This design comes from an exercise in tuning for a short achievable clock period and few clock cycles on the open sky130 flow, not from production work. Function was checked by simulation only, so behaviour that the tests miss may differ from the original. Power is estimated from default activity; no workload was simulated.

==> run a: inputs <==
// cpu
module cpu (
    input             clk,
    input             reset,
    output     [31:0] iaddr,
    input      [31:0] idata,
    output     [31:0] daddr,
    input      [31:0] drdata,
    output     [31:0] dwdata,
    output     [3:0]  dwe
);
    parameter LATE = 0;              
    parameter DRED = 1;              
    localparam BI = 5;               
    localparam BT = 7;               
    localparam BW = 12;              
    localparam BN = 1 << BI;
    reg         rst_q;               
    reg  [29:0] pc_f;                
    reg         d_v;
    reg  [31:0] d_ir;
    reg  [29:0] d_pc, d_pc4, d_pnpc;
    reg         d_pt, d_hit;
    reg  [1:0]  d_ctr;
    reg         e_v;
    reg  [31:0] e_a, e_b, e_g, e_aimm;    
    reg  [9:0]  e_aluop;
    reg  [29:0] e_tgt, e_pc4, e_pc, e_pnpc;
    reg         e_pt, e_br, e_jal, e_jalr, e_load, e_store, e_rw;
    reg  [2:0]  e_f3;
    reg  [4:0]  e_rd;
    reg         e_hit;
    reg  [1:0]  e_ctr;
    reg         m_v;
    reg  [31:0] m_res;
    reg         m_rw, m_load;
    reg  [4:0]  m_rd;
    reg  [3:0]  m_b0sel, m_sgnsel;
  ...
export LEC_CHECK = 0
export CAP_MARGIN = 20
export CORE_MARGIN = 2
export CORE_UTILIZATION = 55
export SETUP_SLACK_MARGIN = 5
export SLEW_MARGIN = 20
create_clock -name core_clock -period 12.0 [get_ports {clk}]
standard.sh (not shown) runs the stock make flow with config.mk's settings and CLKGATE_MAP_FILE= SYNTH_SCRIPT=/design/flow/synth_recipe.tcl, a recipe that flattens the netlist after the stock synthesis.
==> flow/flow/run.sh <==
#!/bin/bash
set -uo pipefail
cd "$(dirname "$0")/.."
EXTRA=$(cat flow/extra_vars.txt)
bash standard.sh $EXTRA finish > flow_make.log 2>&1
status=$?
echo "standard.sh exit $status" >> flow_make.log
exit $status
==> flow/flow/extra_vars.txt <==
SETUP_SLACK_MARGIN=9
==> run b (differences from run a) <==
--- a/flow/design.v
+++ b/flow/design.v
@@ -12,21 +12,23 @@
     parameter DRED = 1;              
     localparam BI = 5;               
     localparam BT = 7;               
     localparam BW = 12;              
     localparam BN = 1 << BI;
     reg         rst_q;               
     reg  [29:0] pc_f;                
+    reg  [29:0] pc_b;                
     reg         d_v;
     reg  [31:0] d_ir;
     reg  [29:0] d_pc, d_pc4, d_pnpc;
     reg         d_pt, d_hit;
     reg  [1:0]  d_ctr;
     reg         e_v;
     reg  [31:0] e_a, e_b, e_g, e_aimm;    
+    reg  [31:0] e_ca, e_cb;          
     reg  [9:0]  e_aluop;
     reg  [29:0] e_tgt, e_pc4, e_pc, e_pnpc;
     reg         e_pt, e_br, e_jal, e_jalr, e_load, e_store, e_rw;
     reg  [2:0]  e_f3;
     reg  [4:0]  e_rd;
     reg         e_hit;
     reg  [1:0]  e_ctr;
@@ -61,26 +63,34 @@
     wire        redirect;            
     wire [29:0] rpc;
     wire        d_redir;             
     reg  [31:0] d_timm;              
     wire [31:0] d_tgt;               
     reg         d_back;              
     always @(posedge clk) rst_q <= reset;
-    wire [BI-1:0] f_idx  = pc_f[BI-1:0];
-    wire          f_hit  = btb_v[f_idx] && btb_tag[f_idx] == pc_f[BI+BT-1:BI];
+    wire [BI-1:0] f_idx  = pc_b[BI-1:0];
+    reg  [BN-1:0] f_sel;
+    reg  [BN-1:0] f_selt;
+    integer       fi;
+    always @(*) begin
+        for (fi = 0; fi < BN; fi = fi + 1) begin
+            f_sel[fi]  = btb_v[fi] && btb_tag[fi] == pc_b[BI+BT-1:BI] && f_idx == fi;
+            f_selt[fi] = f_sel[fi] && btb_ctr[fi][1];
+        end
+    end
+    wire          f_hit  = |f_sel;
     wire [1:0]    f_ctr  = btb_ctr[f_idx];
-    wire          f_pt   = f_hit && f_ctr[1];
+    wire          f_pt   = |f_selt;
     wire [29:0]   f_pc4  = pc_f + 30'd1;
     wire [29:0]   f_pnpc = f_pt ? {pc_f[29:BW], btb_tgt[f_idx]} : f_pc4;
     always @(posedge clk) begin
         if (reset)         pc_f <= 30'd0;
-        else if (redirect) pc_f <= rpc;
-        else if (d_redir)  pc_f <= d_tgt[31:2];
-        else if (!stall)   pc_f <= f_pnpc;
+        else               pc_f <= e_taken ? nx_t : nx_n;
     end
+    always @(posedge clk) pc_b <= e_taken ? nx_t : nx_n;
     wire          f_isjal = idata[6:0] == 7'b1101111;
     wire          f_isbr  = idata[6:0] == 7'b1100011;
     wire [31:0]   f_timm  = f_isjal ? {{11{idata[31]}}, idata[31], idata[19:12], idata[20], idata[30:21], 1'b0} :
                             f_isbr  ? {{19{idata[31]}}, idata[31], idata[7], idata[30:25], idata[11:8], 1'b0} :
                                       {idata[31:12], 12'd0};
     always @(posedge clk) begin
         if (reset || redirect || d_redir) d_v <= 1'b0;
@@ -126,25 +136,28 @@
     wire d_fb_m = e_v && e_rw && e_rd != 5'd0 && e_rd == d_rs2;
     wire d_fb_w = m_v && m_rw && m_rd != 5'd0 && m_rd == d_rs2;
     wire [31:0] d_v1 = d_fa_m ? e_y : d_fa_w ? m_wb : d_rv1;
     wire [31:0] d_v2 = d_fb_m ? e_y : d_fb_w ? m_wb : d_rv2;
     assign stall = d_v && e_v && e_load && e_rd != 5'd0 &&
                    ((uses_rs1 && d_rs1 == e_rd) || (uses_rs2 && d_rs2 == e_rd));
     assign d_tgt   = {d_pc, 2'b00} + d_timm;
+    wire [31:0] d_auipc = {d_pc[29:10] + d_timm[31:12], d_pc[9:0], 2'b00};
     assign d_redir = (DRED != 0) && d_v && !d_pt && !stall && d_back;
     wire        d_bsrc_reg = is_op | is_br | is_store;
     wire        d_zero_a = is_lui | is_auipc | is_jal | is_jalr;
     wire [31:0] d_bconst = is_opimm ? imm_i :
                            is_lui   ? imm_u :
-                           is_auipc ? d_tgt : {d_pc4, 2'b00};
+                           is_auipc ? d_auipc : {d_pc4, 2'b00};
     always @(posedge clk) begin
         if (rst_q || redirect || stall) e_v <= 1'b0;
         else                            e_v <= d_v;
         e_a      <= d_zero_a ? 32'd0 : d_v1;
         e_g      <= d_v1;
+        e_ca     <= is_br ? d_v1 : 32'd0;
+        e_cb     <= is_br ? d_v2 : 32'd0;
         e_b      <= d_bsrc_reg ? d_v2 : d_bconst;
         e_aimm   <= is_store ? imm_s : imm_i;
         e_aluop  <= d_aluop;
         e_tgt    <= d_tgt[31:2];
         e_pc4    <= d_pc4;
         e_pc     <= d_pc;
         e_pnpc   <= d_redir ? d_tgt[31:2] : d_pnpc;
@@ -164,19 +177,27 @@
     wire [31:0] B = e_b;
     wire [31:0] G = e_g;
     wire eq  = A == B;
     wire lt  = $signed(A) < $signed(B);
     wire ltu = A < B;
     alu32 alu (.op(e_aluop), .a(A), .b(B), .lt(lt), .ltu(ltu), .y(e_y));
     wire [31:0] e_agen = G + e_aimm;
-    wire e_cond  = e_f3[2] ? ((e_f3[1] ? ltu : lt) ^ e_f3[0]) : (eq ^ e_f3[0]);
+    wire c_eq  = e_ca == e_cb;
+    wire c_lt  = $signed(e_ca) < $signed(e_cb);
+    wire c_ltu = e_ca < e_cb;
+    wire e_cond  = e_f3[2] ? ((e_f3[1] ? c_ltu : c_lt) ^ e_f3[0]) : (c_eq ^ e_f3[0]);
     wire e_taken = e_jal || (e_br && e_cond);
     wire e_tok   = e_pt && e_pnpc == e_tgt;
     wire e_mis   = e_v && (e_jalr || (e_taken ? !e_tok : e_pt));
     wire [29:0] e_rpc = e_jalr ? e_agen[31:2] : e_taken ? e_tgt : e_pc4;
+    wire [29:0] nx_nrm = d_redir ? d_tgt[31:2] : stall ? pc_f : f_pnpc;
+    wire        mis_t  = e_v && !e_tok;
+    wire        mis_n  = e_v && (e_jalr || e_pt);
+    wire [29:0] nx_t   = mis_t ? e_tgt : nx_nrm;
+    wire [29:0] nx_n   = !mis_n ? nx_nrm : e_jalr ? e_agen[31:2] : e_pc4;
     wire e_kill = (LATE != 0) && m_redir;
     assign redirect = (LATE != 0) ? m_redir : e_mis;
     wire [29:0] m_rpc = m_jalr ? daddr_r[31:2] : m_taken ? m_tgt : m_pc4;
     assign rpc      = (LATE != 0) ? m_rpc   : e_rpc;
     wire [1:0] ea = e_agen[1:0];
     wire lb = e_f3[1:0] == 2'b00;
     wire lh = e_f3[1:0] == 2'b01 && !ea[0];
==> flow/config.mk (replaced) <==
export PLATFORM = sky130hd
export DESIGN_NAME = cpu
export DESIGN_NICKNAME = cpu
export VERILOG_FILES = /design/flow/design.v
export SDC_FILE = /design/flow/constraint.sdc
export NUM_CORES = 4
export LEC_CHECK = 0
export CAP_MARGIN = 20
export CORE_MARGIN = 2
export CORE_UTILIZATION = 60
export CTS_CLUSTER_DIAMETER = 120
export CTS_CLUSTER_SIZE = 24
export SETUP_SLACK_MARGIN = 5
export SLEW_MARGIN = 20
==> summary.txt <==
- Run a finished with timing, DRC and antenna clean. Run b finished clean.
- Between run a and run b, the lower die area is in run b (gap 3.9%, measured against run b).
- Against run a, the power of run b is lower by about 5%.
- In run b the worst setup slack is higher than in run a, by 0.16 ns.
- First-iteration DRC count: run a is smaller than run b (21%).
- Against run a, the design area of run b is higher by 3.1%.
- Of run b and run a, run a has the higher sequential share of layout area (gap 0.44 points).
- Clock-buffer cell count: run b is lower than run a (95).
==> figures <==
| quantity | run a | run b |
|---|---|---|
| Max Freq | 254 MHz | 265 MHz |
| End of the worst hold path | m_pc[4]$_DFF_P_ | m_hit$_DFF_P_ |
| Wire length of the first global-routing pass | 539000 um | 587000 um |
| Outcome | finished clean | finished clean |
| Non-clock buffer count | 872 | 1029 |
| Global routing usage on met2 | 0.562 | 0.633 |
| Portion of netlist area occupied by mux cells | 0.199 | 0.171 |
| Per-cell routed wire length | 37.2 um | 38.3 um |
| Power Total | 0.0196 W | 0.0186 W |
| Non-clock inverter count | 158 | 235 |
| Number of buffers and inverters on the critical path | 6 | 1 |
| Number of fill cells | 13300 | 11800 |
| Routed via count | 73000 | 81300 |
| Pin count of the biggest net entering global routing | 85 | 63 |
| H-tree levels | 4 | 3 |
Testbench counts of run a, summed over its fixed seeds: cycles 124,474.
Testbench counts of run b, summed over its fixed seeds: cycles 124,474.

[static timing again, ports no longer ideal]
In the flow no input, the clock included, has a driving cell. The finished layouts below were timed again as built, in two steps. Step 1, drivers: a clkbuf_16 drives clk and a buf_2 each remaining input, both assumed. Step 2 also shifts input and output timing later by t, the mid clock arrival at the registers, as if the neighbouring blocks saw the same clock. a / b / c = ideal ports / drivers / drivers and shift; a / b = the first two.
| run | t (ns) | setup WS [ns] | worst hold slack (ns) |
|---|---|---|---|
| run a | 0.952 | 8.059 / 8.059 / 7.552 | 0.322 / 0.322 / 0.322 |
| run b | 0.896 | 8.221 / 8.135 / 7.586 | 0.337 / 0.337 / 0.337 |
After both steps setup and hold are still met in every run listed. The setup slack of run b, which loses most, moves by -0.086 ns with the drivers and by -0.635 ns with both steps.
